Source: an optimization exercise on an open RTL-to-GDS flow (aim: small area, a short achievable clock period and few clock cycles). Production flows keep margins and buffers that such runs may drop. Function was not checked in any run shown here: the RTL went through the layout flow alone. No activity file was given, so power comes from the tool's default toggle rates.

==> design/flow/design.v <==
module nn_ctr(
	input clk,
	input init,
	input step,
	output reg lay,         
	output reg bf,          
	output reg df,          
	output reg [1:0] r,     
	output reg [1:0] j,     
	output reg [5:0] k,     
	output reg [6:0] n,     
	output reg nl,          
	output reg fin,         
	output lay_last,        
	output all_last         
);
	wire wph = !bf && !df;
	wire k_last = lay ? (k == 6'd49) : (k == 6'd48);
	wire n_last = lay ? (n == 7'd99) : (n == 7'd49);
	assign lay_last = nl && n_last && !lay;
	assign all_last = nl && n_last && lay;
	always @(posedge clk) begin
		if (init) begin
			lay <= 1'b0; bf <= 1'b1; df <= 1'b0; r <= 2'd0; j <= 2'd0;
			k <= 6'd0; n <= 7'd0; nl <= 1'b0; fin <= 1'b0;
		end else if (step) begin
			r <= r + 2'd1;
			nl <= wph && (r == 2'd2) && (lay || j == 2'd3) && k_last;
			if (r == 2'd3) begin
				if (bf || df) begin
					bf <= 1'b0;
					df <= !df;
				end else if (lay || j == 2'd3) begin
					j <= 2'd0;
					if (k_last) begin
						k <= 6'd0;
						bf <= 1'b1;
						n <= n + 7'd1;
						if (n_last) begin
							if (!lay) lay <= 1'b1;
							else fin <= 1'b1;
						end
					end else begin
						k <= k + 6'd1;
						df <= 1'b1;
					end
				end else
					j <= j + 2'd1;
			end
		end
	end
endmodule
module accelerator(
input clk,
input reset_n,
output SDRAM_readn,
output SDRAM_writen,
output SDRAM_chipselect,
input SDRAM_waitrequest,
output [31:0] SDRAM_address,
output [1:0] SDRAM_byteenable,
input SDRAM_readdatavalid,
input [15:0] SDRAM_readdata,
output [15:0] SDRAM_writedata,
input start,
output done
);
assign SDRAM_chipselect = 1'b1;
assign SDRAM_byteenable = 2'b11;
localparam [16:0] B1_W = 17'd20000;
localparam [16:0] W1_W = 17'd20400;
localparam [16:0] Z1_W = 17'd71600;
localparam [16:0] Z2_W = 17'd91600;
localparam S_IDLE = 3'd0;
localparam S_RUN  = 3'd1;
localparam S_BAR  = 3'd2;
localparam S_END  = 3'd3;
localparam S_DONE = 3'd4;
reg [2:0] st;
reg done_r;
reg o_rd, o_wr;
reg [16:0] o_addr;
reg [3:0] o_wd;
assign SDRAM_readn = ~o_rd;
assign SDRAM_writen = ~o_wr;
assign SDRAM_address = {14'd0, o_addr, 1'b0};
assign SDRAM_writedata = {3'd0, o_wd[3], 3'd0, o_wd[2], 3'd0, o_wd[1], 3'd0, o_wd[0]};
assign done = done_r;
wire idle = (st == S_IDLE);
wire adv = !(o_rd || o_wr) || !SDRAM_waitrequest;
reg rv_q;
reg [15:0] rd_q;
always @(posedge clk) begin
	rv_q <= SDRAM_readdatavalid;
	rd_q <= SDRAM_readdata;
end
reg wpend;             
wire issue_wr = adv && wpend;
wire issue_rd = adv && !wpend && (st == S_RUN);
wire s_lay, s_bf, s_df, s_nl, s_fin;
wire [1:0] s_r, s_j;
wire [5:0] s_k;
wire [6:0] s_n;
wire s_lay_last, s_all_last;
nn_ctr u_sctr(.clk(clk), .init(idle), .step(issue_rd),
	.lay(s_lay), .bf(s_bf), .df(s_df), .r(s_r), .j(s_j), .k(s_k), .n(s_n), .nl(s_nl), .fin(s_fin),
	.lay_last(s_lay_last), .all_last(s_all_last));
wire p_lay, p_bf, p_df, p_nl, p_fin;
wire [1:0] p_r, p_j;
wire [5:0] p_k;
wire [6:0] p_n;
wire p_lay_last, p_all_last;
nn_ctr u_pctr(.clk(clk), .init(idle), .step(rv_q),
	.lay(p_lay), .bf(p_bf), .df(p_df), .r(p_r), .j(p_j), .k(p_k), .n(p_n), .nl(p_nl), .fin(p_fin),
	.lay_last(p_lay_last), .all_last(p_all_last));
reg [3:0] wi;          
reg w_lay;
reg [3:0] res [0:3];   
reg [16:0] a_base;
reg [8:0] a_off;
always @(*) begin
	if (wpend) begin
		if (!w_lay) begin
			case (wi[1:0])
			2'd0: a_base = Z1_W - 17'd1;
			2'd1: a_base = Z1_W - 17'd1 + 17'd50;
			2'd2: a_base = Z1_W - 17'd1 + 17'd100;
			default: a_base = Z1_W - 17'd1 + 17'd150;
			endcase
			a_off = {2'd0, p_n};
		end else begin
			case (wi[3:2])
			2'd0: a_base = Z2_W - 17'd204;
			2'd1: a_base = Z2_W - 17'd204 + 17'd200;
			2'd2: a_base = Z2_W - 17'd204 + 17'd400;
			default: a_base = Z2_W - 17'd204 + 17'd600;
			endcase
			a_off = {p_n, wi[1:0]};
		end
	end else if (s_bf) begin
		a_base = B1_W;
		a_off = {s_n, s_r};
	end else if (!s_lay) begin
		case (s_r)
		2'd0: a_base = 17'd0;
		2'd1: a_base = 17'd49;
		2'd2: a_base = 17'd98;
		default: a_base = 17'd147;
		endcase
		a_off = {3'd0, s_k};
	end else begin
		case (s_r)
		2'd0: a_base = Z1_W;
		2'd1: a_base = Z1_W + 17'd50;
		2'd2: a_base = Z1_W + 17'd100;
		default: a_base = Z1_W + 17'd150;
		endcase
		a_off = {3'd0, s_k};
	end
end
wire [16:0] a_sum = a_base + a_off;
wire s_isw = !s_bf && !s_df;
reg [16:0] s_w;        
reg [16:0] s_wstep;
always @(*) begin
	if (s_nl)
		s_wstep = 17'd1;
	else if (s_r != 2'd3)
		s_wstep = s_lay ? 17'd50 : 17'd196;
	else
		s_wstep = s_lay ? (17'd1 - 17'd150) : (17'd1 - 17'd588);
end
always @(posedge clk) begin
	if (idle)
		s_w <= W1_W;
	else if (issue_rd && s_isw)
		s_w <= s_w + s_wstep;
end
reg [15:0] img [0:3];
reg signed [14:0] acc0 [0:3];
reg signed [14:0] acc1 [0:3];
reg signed [14:0] acc2 [0:3];
reg signed [14:0] acc3 [0:3];
wire signed [14:0] bclamp = (rd_q[15:13] == 3'b000 || rd_q[15:13] == 3'b111) ? rd_q[14:0] :
                            (rd_q[15] ? 15'h6000 : 15'h1fff);
wire [3:0] zor = {|rd_q[15:12], |rd_q[11:8], |rd_q[7:4], |rd_q[3:0]};
function signed [5:0] wsum;
	input [15:0] w;
	input [3:0] m;
	reg signed [5:0] t0, t1, t2, t3;
	begin
		t0 = m[0] ? {{2{w[3]}},  w[3:0]}   : 6'sd0;
		t1 = m[1] ? {{2{w[7]}},  w[7:4]}   : 6'sd0;
		t2 = m[2] ? {{2{w[11]}}, w[11:8]}  : 6'sd0;
		t3 = m[3] ? {{2{w[15]}}, w[15:12]} : 6'sd0;
		wsum = (t0 + t1) + (t2 + t3);
	end
endfunction
reg q_v, q_b;
reg signed [14:0] q_bias;
reg signed [5:0] q_d [0:3];
reg e0, e1;     
integer i;
always @(posedge clk) begin
	q_v <= rv_q && !p_df;
	q_b <= p_bf;
	q_bias <= bclamp;
	for (i = 0; i < 4; i = i + 1)
		q_d[i] <= wsum(rd_q, img[i][3:0]);
	for (i = 0; i < 4; i = i + 1)
		if (rv_q && p_df && p_r == i)
			img[i] <= {rd_q[15:4], p_lay ? zor : rd_q[3:0]};
		else if (rv_q && !p_df && !p_bf && p_r == 2'd3)
			img[i] <= {rd_q[15:12], img[i][15:4]};
	if (q_v)
		for (i = 0; i < 4; i = i + 1) begin
			acc0[i] <= acc1[i];
			acc1[i] <= acc2[i];
			acc2[i] <= acc3[i];
			acc3[i] <= q_b ? q_bias : acc0[i] + q_d[i];
		end
	if (e1)
		for (i = 0; i < 4; i = i + 1)
			res[i] <= {~acc3[i][14], ~acc2[i][14], ~acc1[i][14], ~acc0[i][14]};
end
wire drained = !e0 && !e1 && !wpend && !o_wr;
wire w_last = w_lay ? (wi == 4'd15) : (wi[1:0] == 2'd3);
always @(posedge clk) begin
	if (!reset_n) begin
		st <= S_IDLE;
		done_r <= 1'b0;
		o_rd <= 1'b0;
		o_wr <= 1'b0;
		wpend <= 1'b0;
		e0 <= 1'b0;
		e1 <= 1'b0;
	end else begin
		e0 <= rv_q && p_nl && !idle;
		e1 <= e0;
		case (st)
		S_IDLE: if (start) st <= S_RUN;
		S_RUN:  if (issue_rd && s_lay_last) st <= S_BAR;
		        else if (issue_rd && s_all_last) st <= S_END;
		S_BAR:  if (p_lay && drained) st <= S_RUN;
		S_END:  if (p_fin && drained) begin st <= S_DONE; done_r <= 1'b1; end
		S_DONE: if (!start) begin st <= S_IDLE; done_r <= 1'b0; end
		default: st <= S_IDLE;
		endcase
		if (adv) begin
			o_wr <= wpend;
			o_rd <= !wpend && (st == S_RUN);
		end
		if (e1)
			wpend <= 1'b1;
		else if (issue_wr && w_last)
			wpend <= 1'b0;
	end
end
always @(posedge clk) begin
	if (adv) begin
		o_addr <= (!wpend && s_isw) ? s_w : a_sum;
		o_wd <= w_lay ? {3'd0, res[wi[3:2]][wi[1:0]]} : res[wi[1:0]];
	end
	if (idle) begin
		wi <= 4'd0;
		w_lay <= 1'b0;
	end else if (issue_wr) begin
		if (w_last) begin
			wi <= 4'd0;
			w_lay <= p_lay;
		end else
			wi <= wi + 4'd1;
	end
end
endmodule
==> design/flow/run.sh <==
#!/bin/bash
# synth_recipe.tcl (not shown) runs the flow's synth.tcl, then flattens the netlist and writes it again
# the make line also repeats each setting of config.mk as NAME=value (left out here)
make -C /OpenROAD-flow-scripts/flow DESIGN_CONFIG=/design/flow/config.mk WORK_HOME=/design/flow/orfs CLKGATE_MAP_FILE= SYNTH_SCRIPT=/design/flow/synth_recipe.tcl finish
==> design/flow/config.mk <==
export PLATFORM = sky130hd
export DESIGN_NAME = accelerator
export DESIGN_NICKNAME = accelerator
export VERILOG_FILES = /design/flow/design.v
export SDC_FILE = /design/flow/constraint.sdc
export NUM_CORES = 4
export LEC_CHECK = 0
export ABC_AREA = 1
export ABC_CLOCK_PERIOD_IN_PS = 2500
export CAP_MARGIN = 5
export CORE_MARGIN = 2
export CORE_UTILIZATION = 60
export CTS_BUF_LIST = sky130_fd_sc_hd__clkbuf_8
export CTS_CLUSTER_DIAMETER = 60
export CTS_CLUSTER_SIZE = 16
export PLACE_DENSITY = 0.75
export SETUP_SLACK_MARGIN = 4.8
export SLEW_MARGIN = 5
==> design/flow/constraint.sdc <==
create_clock -name core_clock -period 7.5 [get_ports {clk}]
set_input_delay 1.5000 -clock core_clock [delete_from_list [all_inputs] [get_ports {clk}]]
set_output_delay 1.5000 -clock core_clock [all_outputs]
set_load 0.01 [all_outputs]
==> results by group, run 1 <==
GRT
  • Gr ovfl total: 0
  • First-pass GRT wire length: 81.53 mm
  • Vias in the first global route: 15790
  • Largest net degree at the start of global routing: 205
  • Total track usage: 25.32%
  • Initial antenna violation count: 0

Layout
  • Fill cells: 2991
  • Core Util, Final: 66.63%
  • Commonest non-fill, non-tap cell in the layout: nand2_1
  • Area of the multi-input gates: 9430 µm²
  • Register area: 12930 µm²
  • Nets: 2640
  • Most frequent cells in the layout: nand2_1 (530), edfxtp_1 (341), inv_1 (277)
  • Synthesis-to-layout area growth: 10.13%
  • Share of cells above drive strength 1: 10.29%

Hold path
  • Worst min path class: flop to flop
  • Min-Delay Path Depth: 0

STA
  • Slew Limit Fails: 0
  • Fin crit period: 2.726 ns
  • Clk_skew: 0.02250 ns
  • Final setup viols: 0
  • Relative slew margins: 25.39%
  • Worst hold slack: 0.4130 ns
  • Final Cycle Share: 36.35%
  • Setup Total Neg Slack: 0 ns
  • RSZ-0062 raised after global routing: true
  • Slew @ Worst Pin: 1.119 ns
  • F_max: 0.3668 GHz
  • Final worst slack: 4.774 ns
  • Final Hold Viols: 0

Power
  • Peak supply drop: 0.1915 mV
  • Leak Pwr: 11.11 nW
  • Pwr per Cell Area: 215.5 nW/µm²

Setup path
  • Critical path depth: 1
  • Crit path capture type: output port
  • Critical Path Fanout Max: 1
  • Cell breakdown of the critical path: buf_2
  • Buf+Inv Stages, Crit Path: 1
  • CP max stage delay: 0.44 ns
  • WS Path Type: flop to output port
  • Crit start category: flop
  • CP max-delay cell: edfxtp_1
  • CP top delay family: flip-flops
  • Worst EP arrival: 1.23 ns
  • Worst r2r path cells: 11
  • Critical Path RT: 6.00 ns

Placed design
  • Routability cong.: 0.9163
  • Post-DP HPWL: 35.33 mm
  • PortBufs: 44
  • Pre-CTS setup slack: 3.504 ns

Drt
  • Vias per cell: 5.539
  • Vias: 16610
  • Post-route ant nets: 0
  • WL final: 51.20 mm
  • WL/cell: 17.08 µm
  • Initial DRC Count: 1328
  • Drc violations: 0
  • Drt first pass iters: 5

Floorplanning
  • IO Pins: 75
  • Core ar.: 38470 µm²
  • Initial Util: 60.50%
  • Die footprint: 40380 µm²
  • Die Wd: 200.9 µm
  • Die span in y: 200.9 µm
  • Cell Rows: 72

Synthesis
  • Synth cell types: 52
  • Ys async rst share: 0%
  • EDFF count, synth: 341
  • Synth warnings: 9
  • Register bit total from synthesis: 473
  • Synth Flop Type: edfxtp_1
  • Syn Inst Count: 2354
  • Sequential share of the synthesized area: 55.35%
  • Syn avg cell area: 9.886 µm²
  • Synthesized area: 23270 µm²

Clock tree
  • Htree depth: 2
  • Clk sinks: 473
  • Worst skew pair latency: 0.62 ns
  • Clock root buffer: clkbuf_8
  • TritonCTS buffer count: 40
  • Max clock buf depth: 3
  • CTS tree: yes
  • Clk slew on worst S/H paths: 0.10 ns
  • # hold bufs at CTS: 0

Flow run
  • MaxCap Viol Count: 0

Outcome
  • Status: timing/DRC/antenna clean
-- cell families (layout without fill, tap and decap cells) --
family          count (synthesis)  after routing  synth area share (%)
fa+ha+maj                     170            170                 10.49
xor+xnor                       47             47                 1.769
compound gates                394            394                 9.403
flops                         473            473                 55.35
mux                             4              4                0.1882
buf+inv                       355            451                 6.285
simple gates                  909            910                 16.47
other cells                     2             31               0.03227
-- report_power, final --
part           internal (mW)  total, mW  switching [mW]
clock                  0.623       1.50           0.872
sequential              2.94       3.04          0.0918
combinational          0.355      0.991           0.636
-- synth_stat cells (3+ instances only) --
cell type | number | area [µm²]
mux2_2 | 3 | 33.78
nor3_1 | 23 | 115.1
inv_2 | 7 | 26.28
dfxtp_1 | 132 | 2643
a31oi_1 | 8 | 50.05
o21bai_1 | 11 | 82.58
nand4_1 | 25 | 156.4
buf_1 | 5 | 18.77
a21oi_1 | 144 | 720.7
o21ai_0 | 159 | 795.8
inv_1 | 277 | 1040
nand3b_1 | 13 | 97.59
fa_1 | 42 | 840.8
or2_2 | 6 | 37.54
edfxtp_1 | 341 | 10240
and2_1 | 3 | 18.77
o31ai_1 | 14 | 105.1
nand2_1 | 540 | 2027
ha_1 | 128 | 1602
xnor2_1 | 20 | 175.2
a21boi_0 | 12 | 90.09
a211oi_1 | 4 | 30.03
o211ai_1 | 3 | 22.52
a221oi_1 | 6 | 52.55
a21o_1 | 10 | 75.07
buf_4 | 31 | 232.7
xor2_1 | 27 | 236.5
nor2_8 | 3 | 60.06
o22ai_1 | 12 | 75.07
buf_2 | 7 | 35.03
clkbuf_1 | 26 | 97.59
nand3_1 | 128 | 640.6
nand2_2 | 3 | 18.77
nor2_1 | 155 | 581.8
-- state kept, by name, indices dropped and copies added, names as in the netlist, 4 cells and up --
register,count
o_addr,17
rd_q,16
u_pctr.k,6
q_d,24
wi,4
u_sctr.k,6
acc1,60
s_w,17
u_pctr.n,7
res,16
o_wd,4
u_sctr.n,7
q_bias,15
acc2,60
acc0,60
acc3,60
img,64
-- path summary, 6_finish.rpt --
path	endpoint	slack, ns	startpoint
min reg2reg	acc0[2][11]	0.41	acc1[2][11]
min	acc0[2][11]	0.41	acc1[2][11]
max	SDRAM_writedata[0]	4.77	o_wd[0]
max reg2reg	o_addr[9]	4.83	wpend
-- layer usage --
metal / track usage, % / wire length, µm / vias up
met3: 4.042 / 3426 / 105
met1: 36.64 / 23480 / 7847
met2: 39.27 / 22880 / 538
li1: - / - / 8117
met5: 0 / 0 / -
met4: 8.545 / 1423 / 0
-- metrics by stage --
stage | total power, mW | instances | area [µm²]
after floorplan | 3.796 | 2382 | 23440
after global placement | 4.022 | 2877 | 24180
after detailed placement | 4.048 | 2877 | 24180
after CTS | 5.532 | 2967 | 25160
after global routing | 5.801 | 2997 | 25630
final | 5.523 | 2998 | 25630
-- cell type report --
class	count	area share [%]
sequential	473	50.46
multi-input combinational	1555	36.79
inverter	286	4.271
timing repair buffer	92	2.773
tap	518	2.529
clock buffer	43	2.309
clock inverter	29	0.8348
timing repair inverter	1	0.01953
antenna	1	0.009763
-- timing repair --
action / 4_1_cts / 5_1_grt
gates resized for setup: 149 / 67
pin swaps: 4 / 32
setup buffers: 16 / 30
setup endpoints to repair: 82 / 39
cloned: 2 / 0
==> inputs of run 2 (changes only) <==
--- a/design/flow/design.v
+++ b/design/flow/design.v
@@ -117,48 +117,35 @@
 reg w_lay;
 reg [3:0] res [0:3];   
 reg [16:0] a_base;
+reg [7:0] a_hi1;       
 reg [8:0] a_off;
 always @(*) begin
 	if (wpend) begin
 		if (!w_lay) begin
-			case (wi[1:0])
-			2'd0: a_base = Z1_W - 17'd1;
-			2'd1: a_base = Z1_W - 17'd1 + 17'd50;
-			2'd2: a_base = Z1_W - 17'd1 + 17'd100;
-			default: a_base = Z1_W - 17'd1 + 17'd150;
-			endcase
+			a_base = Z1_W - 17'd1 + 17'd50 * wi[1:0];
+			a_hi1 = (Z1_W - 17'd1 + 17'd50 * wi[1:0] + 17'd512) >> 9;
 			a_off = {2'd0, p_n};
 		end else begin
-			case (wi[3:2])
-			2'd0: a_base = Z2_W - 17'd204;
-			2'd1: a_base = Z2_W - 17'd204 + 17'd200;
-			2'd2: a_base = Z2_W - 17'd204 + 17'd400;
-			default: a_base = Z2_W - 17'd204 + 17'd600;
-			endcase
+			a_base = Z2_W - 17'd204 + 17'd200 * wi[3:2];
+			a_hi1 = (Z2_W - 17'd204 + 17'd200 * wi[3:2] + 17'd512) >> 9;
 			a_off = {p_n, wi[1:0]};
 		end
 	end else if (s_bf) begin
 		a_base = B1_W;
+		a_hi1 = (B1_W + 17'd512) >> 9;
 		a_off = {s_n, s_r};
 	end else if (!s_lay) begin
-		case (s_r)
-		2'd0: a_base = 17'd0;
-		2'd1: a_base = 17'd49;
-		2'd2: a_base = 17'd98;
-		default: a_base = 17'd147;
-		endcase
+		a_base = 17'd49 * s_r;
+		a_hi1 = (17'd49 * s_r + 17'd512) >> 9;
 		a_off = {3'd0, s_k};
 	end else begin
-		case (s_r)
-		2'd0: a_base = Z1_W;
-		2'd1: a_base = Z1_W + 17'd50;
-		2'd2: a_base = Z1_W + 17'd100;
-		default: a_base = Z1_W + 17'd150;
-		endcase
+		a_base = Z1_W + 17'd50 * s_r;
+		a_hi1 = (Z1_W + 17'd50 * s_r + 17'd512) >> 9;
 		a_off = {3'd0, s_k};
 	end
 end
-wire [16:0] a_sum = a_base + a_off;
+wire [9:0] a_lo = {1'b0, a_base[8:0]} + {1'b0, a_off};
+wire [16:0] a_sum = {a_lo[9] ? a_hi1 : a_base[16:9], a_lo[8:0]};
 wire s_isw = !s_bf && !s_df;
 reg [16:0] s_w;        
 reg [16:0] s_wstep;
@@ -170,11 +157,15 @@
 	else
 		s_wstep = s_lay ? (17'd1 - 17'd150) : (17'd1 - 17'd588);
 end
+wire [10:0] s_wlo = {1'b0, s_w[9:0]} + {1'b0, s_wstep[9:0]};
+wire s_wneg = s_wstep[16];
+wire [6:0] s_whi = (s_wlo[10] && !s_wneg) ? s_w[16:10] + 7'd1 :
+                   (!s_wlo[10] && s_wneg) ? s_w[16:10] - 7'd1 : s_w[16:10];
 always @(posedge clk) begin
 	if (idle)
 		s_w <= W1_W;
 	else if (issue_rd && s_isw)
-		s_w <= s_w + s_wstep;
+		s_w <= {s_whi, s_wlo[9:0]};
 end
 reg [15:0] img [0:3];
 reg signed [14:0] acc0 [0:3];
==> design/flow/config.mk (replaced) <==
export PLATFORM = sky130hd
export DESIGN_NAME = accelerator
export DESIGN_NICKNAME = accelerator
export VERILOG_FILES = /design/flow/design.v
export SDC_FILE = /design/flow/constraint.sdc
export NUM_CORES = 4
export LEC_CHECK = 0
export ABC_CLOCK_PERIOD_IN_PS = 2500
export CAP_MARGIN = 20
export CORE_MARGIN = 2
export CORE_UTILIZATION = 40
export CTS_BUF_LIST = sky130_fd_sc_hd__clkbuf_8
export CTS_CLUSTER_DIAMETER = 60
export CTS_CLUSTER_SIZE = 16
export PLACE_DENSITY = 0.6
export SETUP_SLACK_MARGIN = 4.8
export SLEW_MARGIN = 20
==> run 2 against run 1 <==
Compared with the run above:
- clock-buffer cell count rose by 4
- combinational power fell by 5.5%
- die area rose by 46%
- total power rose by 1.4%
- still clean on timing, DRC and antenna
- clock skew rose by 0.048 ns
- maximum frequency fell by 27%
- highest routed layer unchanged
- worst setup slack got worse by 1.0 ns
- synthesized area fell by 2.3%
- global-route usage fell by 9.2 points
- sequential cell count did not move
- clock power rose by 9%
- final cell count fell by 5.9%
==> results by group, run 2 <==
STA
  • F_max: 0.2672 GHz (was 0.3668 GHz)
  • Clk_skew: 0.07066 ns (was 0.02250 ns)
  • Slew @ Worst Pin: 1.015 ns (was 1.119 ns)
  • Fin crit period: 3.742 ns (was 2.726 ns)
  • Final worst slack: 3.758 ns (was 4.774 ns)
  • Final Cycle Share: 49.90% (was 36.35%)
  • Final Hold Viols: 0 (unchanged)
  • Final setup viols: 0 (unchanged)
  • RSZ-0062 raised after global routing: true (unchanged)
  • Slew Limit Fails: 0 (unchanged)
  • Relative slew margins: 32.36% (was 25.39%)
  • Setup Total Neg Slack: 0 ns (unchanged)

Layout
  • Nets: 2231 (was 2640)
  • Largest register FFs: 64 (unchanged)
  • Core Util, Final: 45.99% (was 66.63%)
  • Synthesis-to-layout area growth: 13.79% (was 10.13%)
  • Area of the multi-input gates: 9585 µm² (was 9430 µm²)
  • Share of cells above drive strength 1: 18.23% (was 10.29%)
  • Top reg by flops: img (unchanged)
  • Register area: 12960 µm² (was 12930 µm²)
  • Fill cells: 5132 (was 2991)
  • Commonest non-fill, non-tap cell in the layout: edfxtp_1 (was nand2_1)
  • Most frequent cells in the layout: edfxtp_1 (341), nand2_1 (169), nor2_1 (129) (was nand2_1 (530), edfxtp_1 (341), inv_1 (277))

GRT
  • Gr ovfl total: 0 (unchanged)
  • Initial antenna violation count: 1 (was 0)
  • Vias in the first global route: 14270 (was 15790)
  • First-pass GRT wire length: 75.98 mm (was 81.53 mm)
  • Largest net degree at the start of global routing: 92 (was 205)
  • Total track usage: 16.13% (was 25.32%)

Synthesis
  • Synthesized area: 22750 µm² (was 23270 µm²)
  • Syn Inst Count: 1934 (was 2354)
  • Most frequent cells after synthesis: edfxtp_1 (341), nand2_1 (177), o21ai_0 (134) (was nand2_1 (540), edfxtp_1 (341), inv_1 (277))
  • Sequential share of the synthesized area: 56.64% (was 55.35%)
  • Top cells by area, synth: edfxtp_1 (45%), dfxtp_1 (12%), ha_1 (7.3%) (was edfxtp_1 (44%), dfxtp_1 (11%), nand2_1 (8.7%))
  • Register bit total from synthesis: 473 (unchanged)
  • Synth cell types: 73 (was 52)
  • Syn avg cell area: 11.76 µm² (was 9.886 µm²)
  • Ys async rst share: 0% (unchanged)
  • Top-area cell type share of the netlist area: 45.02% (was 44.00%)
  • EDFF count, synth: 341 (unchanged)
  • Synth warnings: 9 (unchanged)
  • Top-count cell post-synth: edfxtp_1 (was nand2_1)
  • Yosys top cell by area: edfxtp_1 (unchanged)
  • Synth Flop Type: edfxtp_1 (unchanged)

Placed design
  • PortBufs: 44 (unchanged)
  • Pre-CTS setup slack: 3.237 ns (was 3.504 ns)
  • Post-DP HPWL: 30.63 mm (was 35.33 mm)
  • Routability cong.: 0.8319 (was 0.9163)

Clock tree
  • # hold bufs at CTS: 0 (unchanged)
  • TritonCTS buffer count: 42 (was 40)
  • Clk slew on worst S/H paths: 0.10 ns (about the same)
  • Clk sinks: 473 (unchanged)
  • Worst skew pair latency: 0.66 ns (was 0.62 ns)
  • Htree depth: 2 (unchanged)
  • CTS tree: yes (unchanged)
  • Clock root buffer: clkbuf_8 (unchanged)
  • Max clock buf depth: 3 (unchanged)

Hold path
  • Worst min path class: flop to flop (unchanged)

Power
  • Pwr per Cell Area: 216.3 nW/µm² (was 215.5 nW/µm²)
  • Peak supply drop: 0.1431 mV (was 0.1915 mV)
  • Leak Pwr: 9.998 nW (was 11.11 nW)

Drt
  • Initial DRC Count: 1152 (was 1328)
  • Post-route ant nets: 0 (unchanged)
  • WL/cell: 17.00 µm (was 17.08 µm)
  • WL final: 47.94 mm (was 51.20 mm)
  • Drc violations: 0 (unchanged)
  • Vias per cell: 5.149 (was 5.539)
  • Drt first pass iters: 6 (was 5)
  • Vias: 14520 (was 16610)

Setup path
  • Worst EP arrival: 4.27 ns (was 1.23 ns)
  • Reg-to-reg slack, setup: 3.76 ns (was 4.83 ns)
  • Critical Path RT: 8.03 ns (was 6.00 ns)
  • WS Path Type: flop to flop (was flop to output port)
  • Critical Path Fanout Max: 7 (was 1)
  • Crit start category: flop (unchanged)
  • Crit path capture type: flop (was output port)

Floorplanning
  • Die Wd: 242.5 µm (was 200.9 µm)
  • Core ar.: 56280 µm² (was 38470 µm²)
  • Die footprint: 58790 µm² (was 40380 µm²)
  • IO Pins: 75 (unchanged)
  • Cell Rows: 87 (was 72)
  • Die span in y: 242.5 µm (was 200.9 µm)
  • Initial Util: 40.42% (was 60.50%)

Outcome
  • Status: timing/DRC/antenna clean (unchanged)

Flow run
  • MaxCap Viol Count: 0 (unchanged)
## run 2: changes by cell type in the layout (fill, tap and decap cells not counted), sizes merged, moves of 30 or more
| cell | before | now |
|---|---|---|
| mux2 | 3 | 37 |
| a21oi | 144 | 108 |
| xor2 | 27 | 57 |
| buf | 72 | 109 |
| and2 | 3 | 43 |
| a21o | 10 | 41 |
| xnor2 | 20 | 62 |
| nand2 | 544 | 177 |
| nand3 | 128 | 37 |
| inv | 306 | 132 |
## run 2: through the flow
step	hold WS [ns]	std cells	power, mW	area [µm²]
2_1_floorplan	0.3674	1962	3.747	23090
3_3_place_gp	0.3785	2667	3.958	23960
3_5_place_dp	0.3792	2667	3.977	23960
4_1_cts	0.3627	2802	5.630	25510
5_1_grt	0.3875	2820	5.887	25880
6_report	0.3735	2820	5.598	25880
## run 2: cell families (layout without fill, tap and decap cells)
| logic type | count (synthesis) | in the layout | share of synthesized area (%) |
|---|---|---|---|
| buf+inv | 219 | 317 | 4.197 |
| mux | 56 | 56 | 2.778 |
| simple gates | 515 | 517 | 10.80 |
| flops | 473 | 473 | 56.64 |
| xor+xnor | 119 | 119 | 4.582 |
| compound gates | 372 | 373 | 9.781 |
| other cells | 2 | 31 | 0.03302 |
| fa+ha+maj | 178 | 178 | 11.19 |
## run 2: what timing repair did
action / in CTS / in global routing
cloned: 3 / 0
endpoints found under the setup margin: 91 / 52
resized for setup: 196 / 66
hold endpoints to repair: 0 / 0
pin swaps: 44 / 55
buffers inserted: 60 / 17
## run 2: layout make-up
class                           instances  area share [%]
Sequential cell                       473           50.09
Multi-Input combinational cell       1273           37.04
Timing Repair Buffer                  129           4.013
Tap cell                              756           3.655
Clock buffer                           47           2.499
Inverter                              116           1.755
Clock inverter                         25          0.9379
Antenna cell                            1        0.009669
## run 2: routing by layer
metal  wire length, µm  track usage (%)
met2             22470            26.08
met4              1648            6.536
met1             21830            21.87
met5                 0                0
met3              1988            2.249
## run 2: worst max-delay path, cell delays in order (launching register included)
cell     delay [ns]
dfxtp_4        0.37
ha_4           0.16
or2_4          0.23
ha_4           0.16
inv_2          0.06
fa_2           0.22
inv_2          0.04
a21o_1         0.15
maj3_2         0.31
nand3_2        0.07
a21oi_2        0.06
a21o_1         0.17
maj3_2         0.31
ha_4           0.19
inv_8          0.08
ha_4           0.20
a21o_1         0.17
a21oi_2        0.16
o21ai_2        0.08
xnor2_1        0.13
nand2_1        0.08
xor2_1         0.15
nor2_1         0.05
## run 2: where the power goes
group | internal, mW | total [mW] | switching [mW]
Combinational | 0.401 | 0.936 | 0.534
Clock | 0.708 | 1.63 | 0.925
Sequential | 2.94 | 3.03 | 0.0923
Total | 4.05 | 5.60 | 1.55
## run 2: final timing paths
| check | start | end | cells past startpoint |
|---|---|---|---|
| worst max-delay path | u_sctr.r[1] | s_w[16] | 22 |
| worst min register to register | acc1[1][9] | acc0[1][9] | 0 |
| worst min-delay path | acc1[1][9] | acc0[1][9] | 0 |
| worst max register to register | u_sctr.r[1] | s_w[16] | 22 |
==> inputs of run 3 (changes only) <==
--- a/design/flow/design.v
+++ b/design/flow/design.v
@@ -72,10 +72,11 @@
 localparam [16:0] Z1_W = 17'd71600;
 localparam [16:0] Z2_W = 17'd91600;
 localparam S_IDLE = 3'd0;
-localparam S_RUN  = 3'd1;
-localparam S_BAR  = 3'd2;
-localparam S_END  = 3'd3;
-localparam S_DONE = 3'd4;
+localparam S_RUN  = 3'd1;    
+localparam S_WAIT = 3'd2;    
+localparam S_WR   = 3'd3;    
+localparam S_END  = 3'd4;
+localparam S_DONE = 3'd5;
 reg [2:0] st;
 reg done_r;
 reg o_rd, o_wr;
@@ -94,7 +95,7 @@
 	rv_q <= SDRAM_readdatavalid;
 	rd_q <= SDRAM_readdata;
 end
-reg wpend;             
+wire wpend = (st == S_WR);
 wire issue_wr = adv && wpend;
 wire issue_rd = adv && !wpend && (st == S_RUN);
 wire s_lay, s_bf, s_df, s_nl, s_fin;
@@ -115,37 +116,29 @@
 	.lay_last(p_lay_last), .all_last(p_all_last));
 reg [3:0] wi;          
 reg w_lay;
-reg [3:0] res [0:3];   
 reg [16:0] a_base;
-reg [7:0] a_hi1;       
 reg [8:0] a_off;
 always @(*) begin
 	if (wpend) begin
 		if (!w_lay) begin
 			a_base = Z1_W - 17'd1 + 17'd50 * wi[1:0];
-			a_hi1 = (Z1_W - 17'd1 + 17'd50 * wi[1:0] + 17'd512) >> 9;
 			a_off = {2'd0, p_n};
 		end else begin
 			a_base = Z2_W - 17'd204 + 17'd200 * wi[3:2];
-			a_hi1 = (Z2_W - 17'd204 + 17'd200 * wi[3:2] + 17'd512) >> 9;
 			a_off = {p_n, wi[1:0]};
 		end
 	end else if (s_bf) begin
 		a_base = B1_W;
-		a_hi1 = (B1_W + 17'd512) >> 9;
 		a_off = {s_n, s_r};
 	end else if (!s_lay) begin
 		a_base = 17'd49 * s_r;
-		a_hi1 = (17'd49 * s_r + 17'd512) >> 9;
 		a_off = {3'd0, s_k};
 	end else begin
 		a_base = Z1_W + 17'd50 * s_r;
-		a_hi1 = (Z1_W + 17'd50 * s_r + 17'd512) >> 9;
 		a_off = {3'd0, s_k};
 	end
 end
-wire [9:0] a_lo = {1'b0, a_base[8:0]} + {1'b0, a_off};
-wire [16:0] a_sum = {a_lo[9] ? a_hi1 : a_base[16:9], a_lo[8:0]};
+wire [16:0] a_sum = a_base + a_off;
 wire s_isw = !s_bf && !s_df;
 reg [16:0] s_w;        
 reg [16:0] s_wstep;
@@ -157,15 +150,11 @@
 	else
 		s_wstep = s_lay ? (17'd1 - 17'd150) : (17'd1 - 17'd588);
 end
-wire [10:0] s_wlo = {1'b0, s_w[9:0]} + {1'b0, s_wstep[9:0]};
-wire s_wneg = s_wstep[16];
-wire [6:0] s_whi = (s_wlo[10] && !s_wneg) ? s_w[16:10] + 7'd1 :
-                   (!s_wlo[10] && s_wneg) ? s_w[16:10] - 7'd1 : s_w[16:10];
 always @(posedge clk) begin
 	if (idle)
 		s_w <= W1_W;
 	else if (issue_rd && s_isw)
-		s_w <= {s_whi, s_wlo[9:0]};
+		s_w <= s_w + s_wstep;
 end
 reg [15:0] img [0:3];
 reg signed [14:0] acc0 [0:3];
@@ -210,11 +199,12 @@
 			acc2[i] <= acc3[i];
 			acc3[i] <= q_b ? q_bias : acc0[i] + q_d[i];
 		end
-	if (e1)
-		for (i = 0; i < 4; i = i + 1)
-			res[i] <= {~acc3[i][14], ~acc2[i][14], ~acc1[i][14], ~acc0[i][14]};
-end
-wire drained = !e0 && !e1 && !wpend && !o_wr;
+end
+wire [3:0] res [0:3];
+genvar gi;
+generate for (gi = 0; gi < 4; gi = gi + 1) begin : g_res
+	assign res[gi] = {~acc3[gi][14], ~acc2[gi][14], ~acc1[gi][14], ~acc0[gi][14]};
+end endgenerate
 wire w_last = w_lay ? (wi == 4'd15) : (wi[1:0] == 2'd3);
 always @(posedge clk) begin
 	if (!reset_n) begin
@@ -222,7 +212,6 @@
 		done_r <= 1'b0;
 		o_rd <= 1'b0;
 		o_wr <= 1'b0;
-		wpend <= 1'b0;
 		e0 <= 1'b0;
 		e1 <= 1'b0;
 	end else begin
@@ -230,10 +219,10 @@
 		e1 <= e0;
 		case (st)
 		S_IDLE: if (start) st <= S_RUN;
-		S_RUN:  if (issue_rd && s_lay_last) st <= S_BAR;
-		        else if (issue_rd && s_all_last) st <= S_END;
-		S_BAR:  if (p_lay && drained) st <= S_RUN;
-		S_END:  if (p_fin && drained) begin st <= S_DONE; done_r <= 1'b1; end
+		S_RUN:  if (issue_rd && s_nl) st <= S_WAIT;
+		S_WAIT: if (e1) st <= S_WR;
+		S_WR:   if (issue_wr && w_last) st <= s_fin ? S_END : S_RUN;
+		S_END:  if (!o_wr) begin st <= S_DONE; done_r <= 1'b1; end
 		S_DONE: if (!start) begin st <= S_IDLE; done_r <= 1'b0; end
 		default: st <= S_IDLE;
 		endcase
@@ -241,10 +230,6 @@
 			o_wr <= wpend;
 			o_rd <= !wpend && (st == S_RUN);
 		end
-		if (e1)
-			wpend <= 1'b1;
-		else if (issue_wr && w_last)
-			wpend <= 1'b0;
 	end
 end
 always @(posedge clk) begin
--- a/design/flow/config.mk
+++ b/design/flow/config.mk
@@ -5,6 +5,7 @@
 export SDC_FILE = /design/flow/constraint.sdc
 export NUM_CORES = 4
 export LEC_CHECK = 0
+export ABC_AREA = 1
 export ABC_CLOCK_PERIOD_IN_PS = 2500
 export CAP_MARGIN = 20
 export CORE_MARGIN = 2
==> run 3 against run 2 <==
Compared with the run above:
- sequential power grew 6%
- sequential share of layout area shrank 2.3 points
- hold slack gained 0.035 ns
- non-clock buffer count shrank 6
- sequential cell count shrank 17
- critical path depth shrank 3
- clock-buffer cell count shrank 4
- clock power shrank 8%
- first-iteration DRC count grew 3.2%
- utilization grew 0.12 points
- combinational power grew 100%
- via count grew 13%
==> results by group, run 3 <==
GRT
  • Largest net degree at the start of global routing: 78 (was 92)
  • First-pass GRT wire length: 83.68 mm (was 75.98 mm)
  • Initial antenna violation count: 3 (was 1)
  • Total track usage: 17.74% (was 16.13%)
  • Vias in the first global route: 15990 (was 14270)
  • Gr ovfl total: 0 (unchanged)

Floorplanning
  • Cell Rows: 87 (unchanged)
  • Core ar.: 56390 µm² (was 56280 µm²)
  • Initial Util: 40.45% (was 40.42%)
  • Die footprint: 58940 µm² (was 58790 µm²)
  • Die span in y: 242.8 µm (was 242.5 µm)
  • Die Wd: 242.8 µm (was 242.5 µm)
  • IO Pins: 75 (unchanged)

Synthesis
  • Sequential share of the synthesized area: 54.29% (was 56.64%)
  • Syn avg cell area: 9.809 µm² (was 11.76 µm²)
  • Top-count cell post-synth: nand2_1 (was edfxtp_1)
  • Top cells by area, synth: edfxtp_1 (43%), dfxtp_1 (11%), nand2_1 (8.1%) (was edfxtp_1 (45%), dfxtp_1 (12%), ha_1 (7.3%))
  • Most frequent cells after synthesis: nand2_1 (490), edfxtp_1 (325), inv_1 (292) (was edfxtp_1 (341), nand2_1 (177), o21ai_0 (134))
  • Top-area cell type share of the netlist area: 42.79% (was 45.02%)
  • EDFF count, synth: 325 (was 341)
  • Register bit total from synthesis: 456 (was 473)
  • Synthesized area: 22810 µm² (was 22750 µm²)
  • Yosys top cell by area: edfxtp_1 (unchanged)
  • Synth Flop Type: edfxtp_1 (unchanged)
  • Synth cell types: 55 (was 73)
  • Syn Inst Count: 2325 (was 1934)
  • Ys async rst share: 0% (unchanged)
  • Synth warnings: 8 (was 9)

Power
  • Peak supply drop: 0.1390 mV (was 0.1431 mV)
  • Switching power: 2.278 mW (was 1.551 mW)
  • Int Pwr: 4.317 mW (was 4.047 mW)
  • Logic pwr share: 28.8% (was 16.7%)
  • Sw Ratio: 34.54% (was 27.71%)
  • Clock network fraction of total power: 22.7% (was 29.2%)
  • Pwr per Cell Area: 253.7 nW/µm² (was 216.3 nW/µm²)
  • Seq pwr share: 48.5% (was 54.1%)
  • Leak Pwr: 10.92 nW (was 9.998 nW)

STA
  • Setup Total Neg Slack: 0 ns (unchanged)
  • RSZ-0062 raised after global routing: true (unchanged)
  • Relative slew margins: 37.23% (was 32.36%)
  • Final setup viols: 0 (unchanged)
  • Slew Limit Fails: 0 (unchanged)
  • Final Cycle Share: 36.57% (was 49.90%)
  • Slew @ Worst Pin: 0.9415 ns (was 1.015 ns)
  • Clk_skew: 0.03881 ns (was 0.07066 ns)
  • Final Hold Viols: 0 (unchanged)
  • Fin crit period: 2.743 ns (was 3.742 ns)
  • Worst hold slack: 0.4082 ns (was 0.3735 ns)
  • F_max: 0.3646 GHz (was 0.2672 GHz)

Layout
  • Post-Layout Cell Count: 3238 (was 2820)
  • Share of cells above drive strength 1: 14.11% (was 18.23%)
  • Synthesis-to-layout area growth: 14.01% (was 13.79%)
  • Post-layout instance area: 26000 µm² (was 25880 µm²)
  • Nets: 2645 (was 2231)
  • Fill cells: 5289 (was 5132)
  • Core Util, Final: 46.11% (was 45.99%)
  • Top reg by flops: img (unchanged)
  • Largest register FFs: 64 (unchanged)
  • Commonest non-fill, non-tap cell in the layout: nand2_1 (was edfxtp_1)
  • Most frequent cells in the layout: nand2_1 (468), edfxtp_1 (325), inv_1 (272) (was edfxtp_1 (341), nand2_1 (169), nor2_1 (129))

Clock tree
  • Clock root buffer: clkbuf_8 (unchanged)
  • TritonCTS buffer count: 41 (was 42)
  • CTS tree: yes (unchanged)
  • Clk slew on worst S/H paths: 0.10 ns (about the same)
  • Max clock buf depth: 3 (unchanged)
  • Worst skew pair latency: 0.66 ns (about the same)
  • Clk sinks: 456 (was 473)
  • Htree depth: 2 (unchanged)

Setup path
  • WS Path Type: flop to flop (unchanged)
  • Critical Path Fanout Max: 6 (was 7)
  • CP max-delay cell: dfxtp_4 (unchanged)
  • CP dominant cell by count: nand2_2 (was ha_4)
  • Cell breakdown of the critical path: inv_6 -> nand3_4 -> buf_6 -> o211ai_1 -> o221ai_1 -> inv_1 -> ha_2 -> inv_2 -> fa_2 -> inv_1 -> nand3_1 -> nand2_2 -> nand2_2 -> nand2_2 -> nand2_2 -> nand2_4 -> nand4_1 -> nand3_1 -> nand2_1 (was ha_4 -> or2_4 -> ha_4 -> inv_2 -> fa_2 -> inv_2 -> a21o_1 -> maj3_2 -> nand3_2 -> a21oi_2 -> a21o_1 -> maj3_2 -> ha_4 -> inv_8 -> ha_4 -> a21o_1 -> a21oi_2 -> o21ai_2 -> xnor2_1 -> nand2_1 -> xor2_1 -> nor2_1)
  • Worst EP arrival: 3.14 ns (was 4.27 ns)
  • Crit path capture type: flop (unchanged)
  • Critical Path RT: 7.90 ns (was 8.03 ns)
  • Crit start category: flop (unchanged)
  • CP max stage delay: 0.37 ns (about the same)
  • Reg-to-reg slack, setup: 4.76 ns (was 3.76 ns)

Drt
  • WL/cell: 16.31 µm (was 17.00 µm)
  • Top sig layer: met4 (unchanged)
  • Vias per cell: 5.077 (was 5.149)
  • Drc violations: 0 (unchanged)
  • Vias: 16440 (was 14520)
  • WL met3: 2.341 mm (was 1.988 mm)
  • M1 wire length: 24.34 mm (was 21.83 mm)
  • Post-route ant nets: 0 (unchanged)
  • Initial DRC Count: 1189 (was 1152)
  • WL met2: 24.39 mm (was 22.47 mm)
  • Drt first pass iters: 5 (was 6)
  • WL final: 52.81 mm (was 47.94 mm)

Hold path
  • Worst min path class: flop to flop (unchanged)

Outcome
  • Status: timing/DRC/antenna clean (unchanged)

Placed design
  • Placement Cell Area: 24110 µm² (was 23960 µm²)
  • Post-DP HPWL: 35.73 mm (was 30.63 mm)
  • Placed Instances: 3092 (was 2667)
  • PortBufs: 44 (unchanged)
  • Routability cong.: 0.8805 (was 0.8319)

Flow run
  • MaxCap Viol Count: 0 (unchanged)
-- run 3: changes by cell type after synthesis, sizes merged, moves of 23 or more --
| cell | change |
|---|---|
| a21o | -36 |
| a21oi | +62 |
| and2 | -38 |
| clkbuf | -29 |
| inv | +183 |
| mux2 | -34 |
| nand2 | +317 |
| nand3 | +83 |
| o21ai | +61 |
| xnor2 | -41 |
| xor2 | -23 |
-- run 3: kinds of logic after synthesis --
group,share of synthesized area (%)
fa+ha+maj,10.87
xor+xnor,2.112
compound gates,10.63
simple gates,15.30
mux,0.1481
buf+inv,6.611
other cells,0.03293
flops,54.29
-- run 3: cell type report --
class	instances	area (µm²)	area share, %
timing repair buffer	123	984.7	3.787
multi-input combinational	1527	9634	37.05
antenna	1	2.502	0.009625
clock buffer	43	591.8	2.276
timing repair inverter	1	5.005	0.01925
clock inverter	30	219.0	0.8422
tap	756	945.9	3.638
inverter	301	1181	4.543
sequential	456	12440	47.83
-- run 3: path summary, 6_finish.rpt --
check | cells past startpoint | start | to
worst max-delay path | 19 | st[2] | o_addr[12]
worst min-delay path | 0 | acc2[3][9] | acc1[3][9]
worst max register to register | 19 | st[2] | o_addr[12]
worst min register to register | 0 | acc2[3][9] | acc1[3][9]
-- run 3: routing by layer --
metal,up-vias,GRT usage (%)
met5,-,0
met4,0,6.604
met3,114,2.709
met2,382,28.66
met1,7891,24.15
li1,8052,-
-- run 3: per-stage QoR --
step / setup WS, ns / total power [mW]
global route: 4.596 / 7.009
floorplan: 4.533 / 4.461
CTS: 4.737 / 6.565
detailed placement: 3.405 / 5.001
finish: 4.757 / 6.595
global placement: 3.477 / 4.969
-- run 3: timing repair --
| item | in CTS | in global routing |
|---|---|---|
| setup buffers | 43 | 28 |
| gates cloned | 1 | 0 |
| endpoints found under the setup margin | 86 | 118 |
| pin swaps | 31 | 63 |
| hold buffers | 0 | 0 |
| resized for setup | 186 | 92 |
-- run 3: critical path, delay by kind of cell (launching register included) --
| family | cells | cell delay (ns) |
|---|---|---|
| compound gates | 2 | 0.21 |
| fa+ha+maj | 2 | 0.55 |
| buf+inv | 5 | 0.45 |
| flops | 1 | 0.37 |
| simple gates | 10 | 0.93 |
-- run 3: power by group through the flow --
stage	Sequential (mW)	Clock, mW	Combinational [mW]
final	3.20	1.50	1.90
after floorplan	3.23	0	1.23
after global routing	3.23	1.64	2.14
after detailed placement	3.26	0	1.74
after CTS	3.20	1.55	1.81
after global placement	3.25	0	1.72
==> inputs of run 4 (changes only) <==
--- a/design/flow/config.mk
+++ b/design/flow/config.mk
@@ -7,12 +7,12 @@
 export LEC_CHECK = 0
 export ABC_AREA = 1
 export ABC_CLOCK_PERIOD_IN_PS = 2500
-export CAP_MARGIN = 20
+export CAP_MARGIN = 5
 export CORE_MARGIN = 2
-export CORE_UTILIZATION = 40
+export CORE_UTILIZATION = 60
 export CTS_BUF_LIST = sky130_fd_sc_hd__clkbuf_8
 export CTS_CLUSTER_DIAMETER = 60
 export CTS_CLUSTER_SIZE = 16
-export PLACE_DENSITY = 0.6
+export PLACE_DENSITY = 0.75
 export SETUP_SLACK_MARGIN = 4.8
-export SLEW_MARGIN = 20
+export SLEW_MARGIN = 5
==> run 4 against run 3 <==
Compared with the run above:
- synthesized cell count is the same
- worst setup slack lost 0.0056 ns
- largest cell class unchanged
- clock-buffer cell count shrank 1
- non-clock buffer count shrank 14
- highest routed layer unchanged
- sequential power is essentially flat
- combinational power is essentially flat
==> results by group, run 4 <==
Outcome
  • Status: timing/DRC/antenna clean (unchanged)

Clock tree
  • CTS tree: yes (unchanged)
  • Max clock buf depth: 3 (unchanged)
  • TritonCTS buffer count: 39 (was 41)
  • # hold bufs at CTS: 0 (unchanged)
  • Htree depth: 2 (unchanged)
  • Clk slew on worst S/H paths: 0.10 ns (about the same)
  • Clk sinks: 456 (unchanged)
  • Worst skew pair latency: 0.64 ns (was 0.66 ns)
  • Clock root buffer: clkbuf_8 (unchanged)

Setup path
  • Critical Path Fanout Max: 1 (was 6)
  • CP max stage delay: 0.46 ns (was 0.37 ns)
  • Worst r2r path cells: 11 (was 19)
  • Cell breakdown of the critical path: buf_2 (was inv_6 -> nand3_4 -> buf_6 -> o211ai_1 -> o221ai_1 -> inv_1 -> ha_2 -> inv_2 -> fa_2 -> inv_1 -> nand3_1 -> nand2_2 -> nand2_2 -> nand2_2 -> nand2_2 -> nand2_4 -> nand4_1 -> nand3_1 -> nand2_1)
  • Reg-to-reg slack, setup: 4.78 ns (was 4.76 ns)
  • CP top delay family: flip-flops (was simple AND/OR/NAND/NOR gates)
  • Critical Path RT: 6.00 ns (was 7.90 ns)
  • Buf+Inv Stages, Crit Path: 1 (was 5)
  • Reg-to-Reg End: q_d[0][5] (was o_addr[12])
  • Worst EP arrival: 1.25 ns (was 3.14 ns)
  • RR Startpoint: img[0][0] (was st[2])
  • CP max-delay cell: edfxtp_1 (was dfxtp_4)
  • WS Path Type: flop to output port (was flop to flop)
  • Crit path capture type: output port (was flop)
  • Crit start category: flop (unchanged)

Power
  • Int Pwr: 4.352 mW (was 4.317 mW)
  • Clock network fraction of total power: 22.9% (was 22.7%)
  • Logic pwr share: 28.4% (was 28.8%)
  • Switching power: 2.257 mW (was 2.278 mW)
  • Pwr per Cell Area: 258.4 nW/µm² (was 253.7 nW/µm²)
  • Sw Ratio: 34.15% (was 34.54%)
  • Peak supply drop: 0.2692 mV (was 0.1390 mV)
  • Seq pwr share: 48.7% (was 48.5%)
  • Leak Pwr: 10.87 nW (was 10.92 nW)

Hold path
  • Worst hold start: u_pctr.bf (was acc2[3][9])
  • Worst min path class: flop to flop (unchanged)
  • Min-Delay Path Depth: 0 (unchanged)
  • Hold EP: q_b (was acc1[3][9])

Synthesis
  • Top-area cell type share of the netlist area: 42.79% (unchanged)
  • Synth Flop Type: edfxtp_1 (unchanged)
  • Top cells by area, synth: edfxtp_1 (43%), dfxtp_1 (11%), nand2_1 (8.1%) (unchanged)
  • Yosys top cell by area: edfxtp_1 (unchanged)
  • Synthesized area: 22810 µm² (unchanged)
  • Syn Inst Count: 2325 (unchanged)
  • Sequential share of the synthesized area: 54.29% (unchanged)
  • Top-count cell post-synth: nand2_1 (unchanged)
  • Register bit total from synthesis: 456 (unchanged)
  • Ys async rst share: 0% (unchanged)
  • EDFF count, synth: 325 (unchanged)
  • Syn avg cell area: 9.809 µm² (unchanged)
  • Most frequent cells after synthesis: nand2_1 (490), edfxtp_1 (325), inv_1 (292) (unchanged)
  • Synth cell types: 55 (unchanged)
  • Synth warnings: 8 (unchanged)

GRT
  • Initial antenna violation count: 0 (was 3)
  • Total track usage: 26.57% (was 17.74%)
  • Vias in the first global route: 16140 (was 15990)
  • First-pass GRT wire length: 81.48 mm (was 83.68 mm)
  • Largest net degree at the start of global routing: 163 (was 78)
  • Gr ovfl total: 0 (unchanged)

Drt
  • Vias: 16560 (was 16440)
  • WL/cell: 17.42 µm (was 16.31 µm)
  • Drt first pass iters: 5 (unchanged)
  • Drc violations: 0 (unchanged)
  • Vias per cell: 5.565 (was 5.077)
  • Initial DRC Count: 1275 (was 1189)
  • WL final: 51.83 mm (was 52.81 mm)
  • Post-route ant nets: 0 (unchanged)

Layout
  • Top reg by flops: img (unchanged)
  • Commonest non-fill, non-tap cell in the layout: nand2_1 (unchanged)
  • Largest register FFs: 64 (unchanged)
  • Nets: 2629 (was 2645)
  • Post-Layout Cell Count: 2976 (was 3238)
  • Share of cells above drive strength 1: 13.59% (was 14.11%)
  • Synthesis-to-layout area growth: 12.15% (was 14.01%)
  • Fill cells: 2836 (was 5289)
  • N_diodes: 0 (was 1)
  • Most frequent cells in the layout: nand2_1 (476), edfxtp_1 (325), inv_1 (274) (was nand2_1 (468), edfxtp_1 (325), inv_1 (272))

Placed design
  • Post-DP HPWL: 35.16 mm (was 35.73 mm)
  • PortBufs: 44 (unchanged)
  • Routability cong.: 0.9192 (was 0.8805)
  • Placed Instances: 2844 (was 3092)

Floorplanning
  • Cell Rows: 71 (was 87)
  • IO Pins: 75 (unchanged)
  • Die footprint: 39590 µm² (was 58940 µm²)
  • Die Wd: 199.0 µm (was 242.8 µm)
  • Die span in y: 199.0 µm (was 242.8 µm)
  • Initial Util: 60.69% (was 40.45%)
  • Core ar.: 37580 µm² (was 56390 µm²)

STA
  • Setup Total Neg Slack: 0 ns (unchanged)
  • RSZ-0062 raised after global routing: true (unchanged)
  • Final setup viols: 0 (unchanged)
  • Fin crit period: 2.748 ns (was 2.743 ns)
  • Slew Limit Fails: 0 (unchanged)
  • Relative slew margins: 27.41% (was 37.23%)
  • Final Hold Viols: 0 (unchanged)
  • Slew @ Worst Pin: 1.089 ns (was 0.9415 ns)
  • Final Cycle Share: 36.64% (was 36.57%)
  • Clk_skew: 0.03734 ns (was 0.03881 ns)
  • F_max: 0.3639 GHz (was 0.3646 GHz)

Flow run
  • MaxCap Viol Count: 0 (unchanged)
==> run 4: cell counts after synthesis <==
Identical to the previous run, type by type.
==> run 4: worst max-delay path by stage <==
| stage | slack, ns | to | from | cells past startpoint |
|---|---|---|---|---|
| final | 4.75 | SDRAM_address[5] | o_addr[4] | 1 |
| after global routing | 4.66 | q_d[0][5] | img[0][2] | 11 |
| after CTS | 4.70 | SDRAM_address[5] | o_addr[4] | 1 |
| after detailed placement | 3.37 | u_sctr.k[4] | SDRAM_waitrequest | 13 |
| after global placement | 3.47 | u_sctr.k[4] | SDRAM_waitrequest | 13 |
| after floorplan | 4.53 | u_sctr.k[3] | SDRAM_waitrequest | 12 |
==> run 4: final cells by class <==
type / instances / area [µm²] / share of cell area (%)
flip-flops and latches: 456 / 12430 / 48.62
multi-input cells: 1527 / 9643 / 37.70
inverters: 301 / 1176 / 4.598
repair buffers: 109 / 857.1 / 3.351
well taps: 511 / 639.4 / 2.500
clock buffers: 42 / 578.1 / 2.260
clock inverters: 29 / 244.0 / 0.9539
repair inverters: 1 / 5.005 / 0.01957
==> run 4: cell families (layout without fill, tap and decap cells) <==
logic type	after synthesis	count (layout)	synth area share [%]
and+or+nand+nor	823	823	15.30
muxes	3	3	0.1481
buffers and inverters	370	482	6.611
other	2	30	0.03293
adders and majority gates	173	173	10.87
DFF	456	456	54.29
xor gates and xnor gates	55	55	2.112
AOI/OAI and AO/OA	443	443	10.63
==> run 4: power by group through the flow <==
stage,clock network (mW),registers [mW],logic (mW)
2_1_floorplan,0,3.23,1.23
4_1_cts,1.55,3.22,1.78
3_3_place_gp,0,3.26,1.68
6_report,1.51,3.22,1.88
3_5_place_dp,0,3.27,1.73
5_1_grt,1.64,3.25,2.09
==> run 4: metal layers <==
metal | part of all wire, % | up-vias | routed length (µm) | global-route usage (%)
met3 | 5.9 | 120 | 3033 | 4.476
met2 | 48 | 542 | 24770 | 44.64
met4 | 3.5 | 0 | 1829 | 10.67
li1 | - | 8032 | - | -
met5 | 0 | - | 0 | 0
met1 | 43 | 7866 | 22200 | 34.42
==> run 4: repair_timing <==
action,in CTS,in global routing
setup buffers,35,25
resized for setup,183,90
cloned,1,0
setup endpoints to repair,86,40
pin swaps,36,59
==> run 4: metrics by stage <==
stage                     cell area [µm²]  utilization (%)  worst slack, ns  hold slack (ns)  power (mW)
final                               25580            68.07            4.752           0.4072       6.609
after global routing                25580            68.07            4.664           0.4237       6.982
after CTS                           25050            66.65            4.695           0.4011       6.546
after global placement              23800            63.33            3.469           0.3805       4.945
after floorplan                     23080                -            4.533           0.3647       4.461
after detailed placement            23800            63.33            3.372           0.3878       4.998
==> inputs of run 5 (changes only) <==
--- a/design/flow/design.v
+++ b/design/flow/design.v
@@ -5,6 +5,7 @@
 	output reg lay,         
 	output reg bf,          
 	output reg df,          
+	output reg bp,          
 	output reg [1:0] r,     
 	output reg [1:0] j,     
 	output reg [5:0] k,     
@@ -21,29 +22,31 @@
 	assign all_last = nl && n_last && lay;
 	always @(posedge clk) begin
 		if (init) begin
-			lay <= 1'b0; bf <= 1'b1; df <= 1'b0; r <= 2'd0; j <= 2'd0;
+			lay <= 1'b0; bf <= 1'b0; df <= 1'b1; bp <= 1'b1; r <= 2'd0; j <= 2'd0;
 			k <= 6'd0; n <= 7'd0; nl <= 1'b0; fin <= 1'b0;
 		end else if (step) begin
 			r <= r + 2'd1;
 			nl <= wph && (r == 2'd2) && (lay || j == 2'd3) && k_last;
 			if (r == 2'd3) begin
-				if (bf || df) begin
+				if (df) begin
+					df <= 1'b0;
+					bf <= bp;
+				end else if (bf) begin
 					bf <= 1'b0;
-					df <= !df;
+					bp <= 1'b0;
 				end else if (lay || j == 2'd3) begin
 					j <= 2'd0;
+					df <= 1'b1;
 					if (k_last) begin
 						k <= 6'd0;
-						bf <= 1'b1;
+						bp <= 1'b1;
 						n <= n + 7'd1;
 						if (n_last) begin
 							if (!lay) lay <= 1'b1;
 							else fin <= 1'b1;
 						end
-					end else begin
+					end else
 						k <= k + 6'd1;
-						df <= 1'b1;
-					end
 				end else
 					j <= j + 2'd1;
 			end
@@ -71,13 +74,11 @@
 localparam [16:0] W1_W = 17'd20400;
 localparam [16:0] Z1_W = 17'd71600;
 localparam [16:0] Z2_W = 17'd91600;
-localparam S_IDLE = 3'd0;
-localparam S_RUN  = 3'd1;    
-localparam S_WAIT = 3'd2;    
-localparam S_WR   = 3'd3;    
-localparam S_END  = 3'd4;
-localparam S_DONE = 3'd5;
-reg [2:0] st;
+localparam S_IDLE = 2'd0;
+localparam S_RUN  = 2'd1;    
+localparam S_END  = 2'd2;    
+localparam S_DONE = 2'd3;
+reg [1:0] st;
 reg done_r;
 reg o_rd, o_wr;
 reg [16:0] o_addr;
@@ -95,24 +96,26 @@
 	rv_q <= SDRAM_readdatavalid;
 	rd_q <= SDRAM_readdata;
 end
-wire wpend = (st == S_WR);
+reg wpend;             
+reg wq;                
+wire rd_ok = !wpend && (st == S_RUN) && !(s_bf && wq);
 wire issue_wr = adv && wpend;
-wire issue_rd = adv && !wpend && (st == S_RUN);
-wire s_lay, s_bf, s_df, s_nl, s_fin;
+wire issue_rd = adv && rd_ok;
+wire s_lay, s_bf, s_df, s_bp, s_nl, s_fin;
 wire [1:0] s_r, s_j;
 wire [5:0] s_k;
 wire [6:0] s_n;
 wire s_lay_last, s_all_last;
 nn_ctr u_sctr(.clk(clk), .init(idle), .step(issue_rd),
-	.lay(s_lay), .bf(s_bf), .df(s_df), .r(s_r), .j(s_j), .k(s_k), .n(s_n), .nl(s_nl), .fin(s_fin),
+	.lay(s_lay), .bf(s_bf), .df(s_df), .bp(s_bp), .r(s_r), .j(s_j), .k(s_k), .n(s_n), .nl(s_nl), .fin(s_fin),
 	.lay_last(s_lay_last), .all_last(s_all_last));
-wire p_lay, p_bf, p_df, p_nl, p_fin;
+wire p_lay, p_bf, p_df, p_bp, p_nl, p_fin;
 wire [1:0] p_r, p_j;
 wire [5:0] p_k;
 wire [6:0] p_n;
 wire p_lay_last, p_all_last;
 nn_ctr u_pctr(.clk(clk), .init(idle), .step(rv_q),
-	.lay(p_lay), .bf(p_bf), .df(p_df), .r(p_r), .j(p_j), .k(p_k), .n(p_n), .nl(p_nl), .fin(p_fin),
+	.lay(p_lay), .bf(p_bf), .df(p_df), .bp(p_bp), .r(p_r), .j(p_j), .k(p_k), .n(p_n), .nl(p_nl), .fin(p_fin),
 	.lay_last(p_lay_last), .all_last(p_all_last));
 reg [3:0] wi;          
 reg w_lay;
@@ -177,16 +180,20 @@
 	end
 endfunction
 reg q_v, q_b;
-reg signed [14:0] q_bias;
-reg signed [5:0] q_d [0:3];
-reg e0, e1;     
+reg signed [5:0] q_d [0:3];     
+wire signed [14:0] q_bias = {q_d[2][2:0], q_d[1], q_d[0]};
+reg e0;         
 integer i;
 always @(posedge clk) begin
 	q_v <= rv_q && !p_df;
 	q_b <= p_bf;
-	q_bias <= bclamp;
 	for (i = 0; i < 4; i = i + 1)
 		q_d[i] <= wsum(rd_q, img[i][3:0]);
+	if (p_bf) begin
+		q_d[0] <= bclamp[5:0];
+		q_d[1] <= bclamp[11:6];
+		q_d[2][2:0] <= bclamp[14:12];
+	end
 	for (i = 0; i < 4; i = i + 1)
 		if (rv_q && p_df && p_r == i)
 			img[i] <= {rd_q[15:4], p_lay ? zor : rd_q[3:0]};
@@ -213,22 +220,29 @@
 		o_rd <= 1'b0;
 		o_wr <= 1'b0;
 		e0 <= 1'b0;
-		e1 <= 1'b0;
+		wpend <= 1'b0;
+		wq <= 1'b0;
 	end else begin
 		e0 <= rv_q && p_nl && !idle;
-		e1 <= e0;
 		case (st)
 		S_IDLE: if (start) st <= S_RUN;
-		S_RUN:  if (issue_rd && s_nl) st <= S_WAIT;
-		S_WAIT: if (e1) st <= S_WR;
-		S_WR:   if (issue_wr && w_last) st <= s_fin ? S_END : S_RUN;
-		S_END:  if (!o_wr) begin st <= S_DONE; done_r <= 1'b1; end
+		S_RUN:  if (issue_rd && s_all_last) st <= S_END;
+		S_END:  if (!wq && !o_wr) begin st <= S_DONE; done_r <= 1'b1; end
 		S_DONE: if (!start) begin st <= S_IDLE; done_r <= 1'b0; end
 		default: st <= S_IDLE;
 		endcase
 		if (adv) begin
 			o_wr <= wpend;
-			o_rd <= !wpend && (st == S_RUN);
+			o_rd <= rd_ok;
+		end
+		if (issue_wr && w_last) begin
+			wpend <= 1'b0;
+			wq <= 1'b0;
+		end else begin
+			if (e0)
+				wpend <= 1'b1;
+			if (issue_rd && s_nl)
+				wq <= 1'b1;
 		end
 	end
 end
==> run 5 against run 4 <==
Compared with the run above:
- die area shrank 2.1%
- critical path type is now flop to flop
- still clean
- hold slack gained 0.0065 ns
- sequential share of layout area grew 0.65 points
- clock skew shrank 0.014 ns
==> results by group, run 5 <==
Floorplanning
  • Cell Rows: 70 (was 71)
  • Die footprint: 38770 µm² (was 39590 µm²)
  • Die span in y: 196.9 µm (was 199.0 µm)

Synthesis
  • Register bit total from synthesis: 442 (was 456)
  • Yosys top cell by area: edfxtp_1 (unchanged)
  • Ys async rst share: 0% (unchanged)
  • Synth warnings: 8 (unchanged)
  • Syn Inst Count: 2209 (was 2325)

Layout
  • Post-Layout Cell Count: 2798 (was 2976)
  • Core Util, Final: 67.45% (was 68.07%)
  • Commonest non-fill, non-tap cell in the layout: nand2_1 (unchanged)
  • Largest register FFs: 64 (unchanged)
  • Nets: 2504 (was 2629)
  • Register area: 12170 µm² (was 12430 µm²)
  • Share of cells above drive strength 1: 12.79% (was 13.59%)

STA
  • Final setup viols: 0 (unchanged)
  • Clk_skew: 0.02343 ns (was 0.03734 ns)
  • Slew Limit Fails: 0 (unchanged)
  • RSZ-0062 raised after global routing: true (unchanged)
  • Worst hold slack: 0.4137 ns (was 0.4072 ns)
  • Relative slew margins: 30.14% (was 27.41%)
  • Final Hold Viols: 0 (unchanged)
  • Fin crit period: 2.934 ns (was 2.748 ns)
  • Setup Total Neg Slack: 0 ns (unchanged)

Outcome
  • Status: timing/DRC/antenna clean (unchanged)

Power
  • Clock network fraction of total power: 19.8% (was 22.9%)
  • Switching power: 2.567 mW (was 2.257 mW)
  • Logic pwr share: 36.2% (was 28.4%)
  • Peak supply drop: 0.1893 mV (was 0.2692 mV)

Clock tree
  • Max clock buf depth: 3 (unchanged)
  • Worst skew pair latency: 0.62 ns (was 0.64 ns)
  • Htree depth: 2 (unchanged)

Drt
  • WL/cell: 17.71 µm (was 17.42 µm)
  • Vias per cell: 5.624 (was 5.565)
  • Initial DRC Count: 1128 (was 1275)
  • Drt first pass iters: 5 (unchanged)

GRT
  • Busiest grt layer: met2 (unchanged)
  • Met2 GRT Util: 41.17% (was 44.64%)
  • Gr ovfl total: 0 (unchanged)
  • Vias in the first global route: 14830 (was 16140)
  • Met3 GRT Util: 3.131% (was 4.476%)
  • First-pass GRT wire length: 77.33 mm (was 81.48 mm)
  • GR Layer Usage met1: 35.78% (was 34.42%)

Placed design
  • PortBufs: 44 (unchanged)
  • Post-DP HPWL: 34.37 mm (was 35.16 mm)
  • Routability cong.: 0.8793 (was 0.9192)

Setup path
  • Worst r2r path cells: 11 (unchanged)
  • Critical Path Fanout Max: 3 (was 1)

Hold path
  • Worst hold start: acc2[0][12] (was u_pctr.bf)
-- run 5: changes by cell type after synthesis, moves of 13 or more --
cell	previous run	this run
dfxtp_1	131	117
inv_1	292	254
a21oi_1	170	154
nand3b_1	6	19
nor2_1	139	115
nand3_1	118	103
nand2_1	490	452
o21ai_0	198	176
-- run 5: routing by layer --
metal  vias to the layer above  wire (µm)
li1                       7702          -
met1                      7515      22550
met2                       427      23230
met3                        91       2468
met4                         0       1314
met5                         -          0
-- run 5: logic make-up (layout without fill, tap and decap cells) --
logic type      after synthesis  after routing  synth area share (%)
buf+inv                     332            425                 6.198
simple gates                757            757                 14.74
mux                           3              3                0.1513
fa+ha+maj                   177            177                 11.33
other cells                   2             30               0.03364
flops                       442            442                 54.20
compound gates              435            435                 10.95
xor+xnor                     61             61                 2.393
-- run 5: worst max-delay path: stages, from the launching register on --
cell	delay, ns
edfxtp_1	0.42
buf_4	0.16
nand2_1	0.05
inv_1	0.05
fa_1	0.48
inv_1	0.06
fa_1	0.60
inv_1	0.07
ha_1	0.31
a31oi_2	0.13
or2_2	0.30
a32oi_2	0.22
-- run 5: power by group through the flow --
stage	Combinational, mW	Sequential, mW	Clock (mW)
after detailed placement	2.35	3.18	0
final	2.57	3.13	1.40
after floorplan	1.79	3.12	0
after global routing	2.90	3.15	1.52
after CTS	2.45	3.13	1.44
after global placement	2.27	3.18	0
-- run 5: metrics by stage --
| stage | total power, mW | instance area (µm²) |
|---|---|---|
| after floorplan | 4.913 | 22540 |
| after global placement | 5.449 | 23220 |
| after detailed placement | 5.532 | 23220 |
| after CTS | 7.014 | 24290 |
| after global routing | 7.582 | 24690 |
| final | 7.111 | 24690 |
-- run 5: cell type report --
type	count	area share, %
timing repair inverter	1	0.02027
inverter	263	4.175
tap	468	2.371
timing repair buffer	98	3.060
clock inverter	23	0.7347
sequential	442	49.27
multi-input combinational	1463	38.14
clock buffer	40	2.229
-- run 5: worst max-delay path by stage --
| stage | slack (ns) | startpoint | depth (start not counted) | endpoint |
|---|---|---|---|---|
| after global placement | 3.50 | SDRAM_waitrequest | 9 | s_w[6] |
| after CTS | 4.60 | img[0][0] | 13 | q_d[0][5] |
| after global routing | 4.43 | img[0][2] | 13 | q_d[0][4] |
| after detailed placement | 3.44 | SDRAM_waitrequest | 9 | s_w[6] |
| final | 4.57 | img[0][2] | 11 | q_d[0][4] |
| after floorplan | 4.64 | SDRAM_waitrequest | 12 | u_sctr.k[1] |
-- run 5: what timing repair did --
action / CTS / global route
hold buffers: 0 / 0
pin swaps: 28 / 37
gates resized for setup: 186 / 70
endpoints found under the setup margin: 156 / 47
buffers inserted: 26 / 23
endpoints found under the hold margin: 0 / 0
gates cloned: 1 / 0

Re-timed with assumed drivers on the ports (clkbuf_16 on the clock, buf_2 on other inputs), run 5 has 4.566 ns of setup slack against 4.566 ns with ideal ports, and 4.269 ns once port delays also move by the mid clock arrival of 0.660 ns.
